Source: an optimization exercise on an open RTL-to-GDS flow (aim: small area and a short achievable clock period). Production flows keep margins and buffers that such runs may drop. RTL that was checked went through simulation tests only; none was proved equivalent to the original. No driver is modelled on the clock port, so clocking that relies on it looks cheaper here than on a real chip.

==> job 2053 <==
==> flow/design.v (excerpt) <==
module booth_mul_top(clk, A, B, m, ov);
	input clk;
	input [15:0] A, B;
	output reg [30:0] m;
	output reg ov;
	reg [15:0] a_q, b_q;
	wire [30:0] m_w;
	wire ov_w;
	BoothMUL mul(.A(a_q), .B(b_q), .m(m_w), .ov(ov_w));
	always @(posedge clk) begin
		a_q <= A;
		b_q <= B;
		m <= m_w;
		ov <= ov_w;
	end
endmodule
export LEC_CHECK = 0
export ABC_AREA = 1
export CAP_MARGIN = 20
export CORE_MARGIN = 2
export CORE_UTILIZATION = 40
export SLEW_MARGIN = 20
create_clock -name core_clock -period 12.2 [get_ports {clk}]
run.sh (not shown) runs the stock make flow with config.mk's settings and CLKGATE_MAP_FILE= SYNTH_SCRIPT=/design/flow/synth_recipe.tcl, a recipe that flattens the netlist after the stock synthesis.
==> inputs of job 2434, as changes to job 2053 <==
Settings changed: ABC_CLOCK_PERIOD_IN_PS set to 4000.
==> comparison table <==
| quantity | job 2053 | job 2434 |
|---|---|---|
| Die area | 22,120 um^2 | 22,120 um^2 |
| Resize count post-CTS | 0 | 0 |
| Outcome | finished clean | finished clean |
| Met2 capacity usage during global routing | 30.65% | 30.65% |
| Pin count of the biggest net entering global routing | 19 | 19 |
| Final Cycle Share | 47.29% | 47.29% |
| Levels on crit path | 16 | 16 |
| Met3 Routed Length | 1270 um | 1270 um |
| Setup WS post-layout | 6.430 ns | 6.430 ns |
| First-pass DRT Iterations | 5 | 5 |
| Non-Clock Buffer Count | 64 | 64 |
| # Max-Cap Violations | 0 | 0 |
| Area share of and/or/nand/nor cells after synthesis | 11.84% | 11.84% |
No run of this note included a check of the RTL's function; only the layout flow was run.

==> run a: inputs <==
booth_mul_top, a different RTL version from the one above (not shown whole).
clock: 12.2 ns
lec_check: 0
abc_area: 1
cap_margin: 20
core_margin: 2
core_utilization: 40
slew_margin: 20
synth_hierarchical: 1
synth_minimum_keep_size: 0
==> run b (differences from run a) <==
- CORE_UTILIZATION: 40 -> 50
- SLEW_MARGIN: 20 -> 80
==> run c (differences from run a) <==
- SLEW_MARGIN: 20 -> 95
==> flow_metrics.env <==
export IMPL_ys_ff_latch=64
export IMPL_error="[ERROR DPL-0038] Utilization greater than 100%, impossible to legalize"
export IMPL_row_count=50
export IMPL_status="did not finish"
export IMPL_haltStage="detailed placement (3_5_place_dp)"
export IMPL_portBuffers=64
export IMPL_synth_edf_count=0
export IMPL_synth_distinct_cells=30
export IMPL_die_h_um=143
export IMPL_start_util_pct=41.0
export IMPL_die_w_um=143
export IMPL_gp_congestion=0.882
export IMPL_ys_seq_area_share_pct=16.7
-- figures above: run c

==> flow_metrics.env <==
export IMPL_die_h_um=143
export IMPL_hold_path_class="register to register"
export IMPL_design_core_area_sq_um=18800
export IMPL_hold_ws_ns=0.616
export IMPL_die_w_um=143
export IMPL_synthSimpleGateAreaFrac_pct=12.5
export IMPL_ys_seq_area_share_pct=16.7
export IMPL_status="timing/DRC/antenna clean"
export IMPL_start_util_pct=41.0
export IMPL_ys_ff_latch=64
export IMPL_gp_congestion=0.882
export IMPL_synth_edf_count=0
export IMPL_layout_common_cells="145 x nand2_1, 134 x xor2_1, 117 x o22ai_1"
export IMPL_synth_distinct_cells=30
-- figures above: run a

==> flow_metrics.env <==
export IMPL_status="timing/DRC/antenna clean"
export IMPL_r2r_setup_slack_ns=7.34
export IMPL_portBuffers=64
export IMPL_ys_ff_latch=64
export IMPL_synth_edf_count=0
export IMPL_start_util_pct=51.0
export IMPL_yosys_top_cells_count="145 x nand2_1, 134 x xor2_1, 117 x o22ai_1, 94 x fa_1, 84 x inv_1"
export IMPL_gp_congestion=0.873
export IMPL_dr_pass1_iters=5
export IMPL_synth_distinct_cells=30
export IMPL_inverters=85
export IMPL_die_w_um=128
export IMPL_yosys_warnings=167
-- figures above: run b

No run of this note included a check of the RTL's function; only the layout flow was run.

==> run E: inputs <==
Another version of the RTL of booth_mul_top (not shown whole).
Settings: LEC_CHECK=0, ABC_AREA=1, CAP_MARGIN=20, CORE_MARGIN=2, CORE_UTILIZATION=50, CTS_BUF_LIST=sky130_fd_sc_hd__clkbuf_8, HOLD_SLACK_MARGIN=0.05, SLEW_MARGIN=70, SYNTH_HIERARCHICAL=1, SYNTH_MINIMUM_KEEP_SIZE=0; clock period 12.2 ns.
standard.sh (not shown) runs the stock make flow with config.mk's settings and CLKGATE_MAP_FILE= SYNTH_SCRIPT=/design/flow/synth_recipe.tcl, a recipe that flattens the netlist after the stock synthesis.
==> flow/flow/run.sh <==
#!/bin/bash
# The standard layout (standard.sh, unchanged synthesis) with two changes:
# - the port buffers use sky130_fd_sc_hd__buf_1 (every port still gets one);
# - after clock tree synthesis, flow/skew.tcl delays the clock of the output
#   registers m and ov whose data paths are long, by a short chain of clock
#   delay cells (useful skew for the register-to-register path through the
#   multiplier).
export BUFFER_PORTS_ARGS="-buffer_cell sky130_fd_sc_hd__buf_1"
export POST_CTS_TCL="$PWD/flow/skew.tcl"
bash standard.sh > standard.log 2>&1
==> flow/flow/skew.tcl <==
# POST_CTS_TCL hook: useful skew for the register-to-register path through
# the multiplier. The clock of the output registers (m, ov) whose data paths
# are long is delayed by a short chain of clock delay cells, so that the path
# a_q/b_q -> m gets more time. The output ports, which m and ov drive, lose the
# same time. The delay is chosen to balance the two: the worst slack of the
# internal paths and of the output ports come out about equal. A register
# whose shortest path is short (small hold slack) gets a shorter chain.
# Every cell added is a clock buffer or delay cell on the clock net; the
# registers themselves are untouched.
set_propagated_clock [all_clocks]
estimate_parasitics -placement

set P "sky130_fd_sc_hd__"
# chains and their approximate added delay (ns), shortest first
set chains [list \
  [list 0.33 [list ${P}clkdlybuf4s18_1 ${P}clkbuf_4]] \
  [list 0.38 [list ${P}clkdlybuf4s25_1 ${P}clkbuf_4]] \
  [list 0.58 [list ${P}clkdlybuf4s50_1 ${P}clkbuf_4]] \
  [list 0.82 [list ${P}clkdlybuf4s50_1 ${P}clkdlybuf4s18_1 ${P}clkbuf_4]] \
  [list 0.87 [list ${P}clkdlybuf4s50_1 ${P}clkdlybuf4s25_1 ${P}clkbuf_4]] \
  [list 1.10 [list ${P}clkdlybuf4s50_1 ${P}clkdlybuf4s50_1 ${P}clkbuf_4]] \
  [list 1.39 [list ${P}clkdlybuf4s50_1 ${P}clkdlybuf4s50_1 ${P}clkdlybuf4s25_1 ${P}clkbuf_4]] \
]

proc worst {args} {
  set p [find_timing_paths {*}$args -path_delay max]
  return [get_property [lindex $p 0] slack]
}
set s_out [worst -to [all_outputs]]
set s_in [worst -from [all_inputs]]
puts "skew: before: output slack $s_out input slack $s_in"

set regs {}
foreach c [all_registers -cells] {
  set name [get_full_name $c]
  if {![regexp {^(m\[[0-9]+\]|ov)\$} $name]} { continue }
  set d [get_pins $name/D]
  lappend regs [list $name [get_property $d slack_max] [get_property $d slack_min]]
}
set s_int 1e9
foreach r $regs { if {[lindex $r 1] < $s_int} { set s_int [lindex $r 1] } }
puts "skew: before: internal slack $s_int"

set best -1
set best_ws -1e9
for {set i 0} {$i < [llength $chains]} {incr i} {
  set dly [lindex [lindex $chains $i] 0]
  set ws [expr {$s_out - $dly}]
  foreach r $regs {
    lassign $r name smax smin
    # registers that gain nothing keep their clock
    if {$smax >= $s_out - $dly} { continue }
    set ws [expr {min($ws, $smax + $dly)}]
  }
  puts "skew: chain $i (+$dly ns) predicted worst slack $ws"
  if {$ws > $best_ws} { set best_ws $ws; set best $i }
}
set dly [lindex [lindex $chains $best] 0]
puts "skew: using chain $best (+$dly ns)"

set groups [dict create]
foreach r $regs {
  lassign $r name smax smin
  if {$smax >= $s_out - $dly} { continue }
  # longest chain up to the chosen one that the hold slack allows
  set tier -1
  for {set i $best} {$i >= 0} {incr i -1} {
    if {[lindex [lindex $chains $i] 0] < $smin + 0.1} { set tier $i; break }
  }
  puts "skew: $name setup slack $smax hold slack $smin chain $tier"
  if {$tier < 0} { continue }
  set net [get_full_name [get_nets -of_objects [get_pins $name/CLK]]]
  dict lappend groups "$net $tier" "$name/CLK"
}
set k 0
dict for {key pins} $groups {
  lassign $key netname tier
  puts "skew: net $netname chain $tier drives [llength $pins] output registers"
  set cur $netname
  foreach cell [lindex [lindex $chains $tier] 1] {
    insert_buffer -buffer_cell $cell -net [get_nets $cur] -load_pins [get_pins $pins] -buffer_name "skew_buf_$k"
    incr k
    set cur [get_full_name [get_nets -of_objects [get_pins [lindex $pins 0]]]]
  }
}
detailed_placement
check_placement -verbose
estimate_parasitics -placement
puts "skew: after: output slack [worst -to [all_outputs]] internal slack [worst -from [all_registers -clock_pins] -to [all_registers -data_pins]]"
report_clock_skew
report_checks -path_delay min -digits 3
==> inputs of run Z, as changes to run E <==
==> flow/flow/run.sh (replaced) <==
#!/bin/bash
# The standard layout (standard.sh, unchanged synthesis) with three changes:
# - the port buffers use sky130_fd_sc_hd__buf_1 (every port still gets one);
# - after clock tree synthesis, flow/skew.tcl delays the clock of the output
#   registers m and ov whose data paths are long, by a short chain of clock
#   delay cells (useful skew for the register-to-register path through the
#   multiplier); flow/skew_cells.txt sets the chains;
# - the repair after global routing aims for the setup slack in
#   flow/grt_margin.txt (flow/grt.tcl).
export BUFFER_PORTS_ARGS="-buffer_cell sky130_fd_sc_hd__buf_1"
export POST_CTS_TCL="$PWD/flow/skew.tcl"
export SKEW_FILE="$PWD/flow/skew_cells.txt"
export PRE_GLOBAL_ROUTE_TCL="$PWD/flow/grt.tcl"
export GRT_MARGIN_FILE="$PWD/flow/grt_margin.txt"
bash standard.sh > standard.log 2>&1
==> flow/flow/grt.tcl (new file) <==
# PRE_GLOBAL_ROUTE_TCL hook: the repair_timing run after global routing aims
# for the setup slack in flow/grt_margin.txt (ns) instead of 0, so that it
# resizes and buffers the longest paths further. The clock and constraints
# are unchanged.
set f [open $::env(GRT_MARGIN_FILE)]
set ::env(SETUP_SLACK_MARGIN) [string trim [read $f]]
close $f
puts "grt: setup slack margin $::env(SETUP_SLACK_MARGIN)"
==> flow/flow/grt_margin.txt (new file) <==
8.5
==> flow/flow/skew.tcl (replaced) <==
set f [open $::env(SKEW_FILE)]
set lines [split [string trim [read $f]] "\n"]
close $f
set max_slack [lindex $lines 0]
set tiers [lrange $lines 1 end]
set_propagated_clock [all_clocks]
estimate_parasitics -placement
set groups [dict create]
foreach c [all_registers -cells] {
  set name [get_full_name $c]
  if {![regexp {^(m\[[0-9]+\]|ov)\$} $name]} { continue }
  set d [get_pins $name/D]
  set smax [get_property $d slack_max]
  set smin [get_property $d slack_min]
  set tier -1
  if {$smax < $max_slack} {
    for {set t 0} {$t < [llength $tiers]} {incr t} {
      if {$smin > [lindex [lindex $tiers $t] 0]} { set tier $t; break }
    }
  }
  puts "skew: $name setup slack $smax hold slack $smin tier $tier"
  if {$tier < 0} { continue }
  set net [get_full_name [get_nets -of_objects [get_pins $name/CLK]]]
  dict lappend groups "$net $tier" "$name/CLK"
}
set k 0
dict for {key pins} $groups {
  lassign $key netname tier
  puts "skew: net $netname tier $tier drives [llength $pins] output registers"
  set cur $netname
  foreach cell [split [lindex [lindex $tiers $tier] 1] ","] {
    insert_buffer -buffer_cell $cell -net [get_nets $cur] -load_pins [get_pins $pins] -buffer_name "skew_buf_$k"
    incr k
    set cur [get_full_name [get_nets -of_objects [get_pins [lindex $pins 0]]]]
  }
}
detailed_placement
check_placement -verbose
estimate_parasitics -placement
report_clock_skew
report_checks -path_delay max -digits 3
report_checks -path_delay min -digits 3
==> flow/flow/skew_cells.txt (new file) <==
8.3
0.9 sky130_fd_sc_hd__clkdlybuf4s50_1,sky130_fd_sc_hd__clkdlybuf4s25_1,sky130_fd_sc_hd__clkbuf_4
==> results.txt <==
Relative slew slack: run Z 70.5%; run E 73.1%
Fraction of area in multi-input gates: run Z 67.8%; run E 69.7%
Net total in the final layout: run Z 1120; run E 1095
Result of the run: run Z finished clean; run E finished clean
Grt met1 use: run Z 28.4%; run E 28.5%
Via-to-Cell Ratio: run Z 5.62; run E 5.55
Reg-to-reg critical path startpoint: run Z b_q[13]; run E b_q[1]
Met3 routed WL: run Z 1150 um; run E 1280 um
Achievable clock frequency: run Z 241 MHz; run E 243 MHz
Share of the core filled with cells: run Z 59.5%; run E 54.7%
Global Route Usage Sum: run Z 23.3%; run E 23.4%

[port drivers added, routing unchanged]
How much do the figures lean on ideal ports? The routed layouts below were timed once more, with nothing changed but the port constraints.
Step 1 (the two cells are an assumption about what drives the block):
set clk [get_ports {clk}]
set_driving_cell -lib_cell sky130_fd_sc_hd__clkbuf_16 $clk
set_driving_cell -lib_cell sky130_fd_sc_hd__buf_2 [delete_from_list [all_inputs] $clk]
Step 2, shift: input delay + t, output delay - t, t = (earliest + latest rising clock arrival at the registers) / 2. This alone moves slack from input paths to output paths.
Slacks: ideal / step 1 / step 2; pairs: ideal / step 1.
run | t (ns) | setup slack, ns | worst setup path after step 2 | clock arrival spread, ns | worst register clock-pin slew, ns | worst data-port slew with drivers (ns)
job 2053 | 0.398 | 6.430 / 6.430 / 6.430 | register to register | 0.012 / 0.013 | 0.07 / 0.07 | 0.05
job 2434 | 0.398 | 6.430 / 6.430 / 6.430 | register to register | 0.012 / 0.013 | 0.07 / 0.07 | 0.05
run a | 0.394 | 6.489 / 6.489 / 6.489 | register to register | 0.014 / 0.013 | 0.07 / 0.07 | 0.05
run b | 0.392 | 7.340 / 7.340 / 7.340 | register to register | 0.012 / 0.012 | 0.07 / 0.07 | 0.06
run E | 0.807 | 8.081 / 8.044 / 8.110 | register to register | 0.835 / 0.836 | 0.10 / 0.10 | 0.04
run Z | 0.849 | 8.059 / 8.021 / 8.570 | register to register | 0.879 / 0.879 | 0.11 / 0.11 | 0.04
Clock arrivals are far apart in run E and run Z, so t is only a midpoint there and step 2 fits no single register.
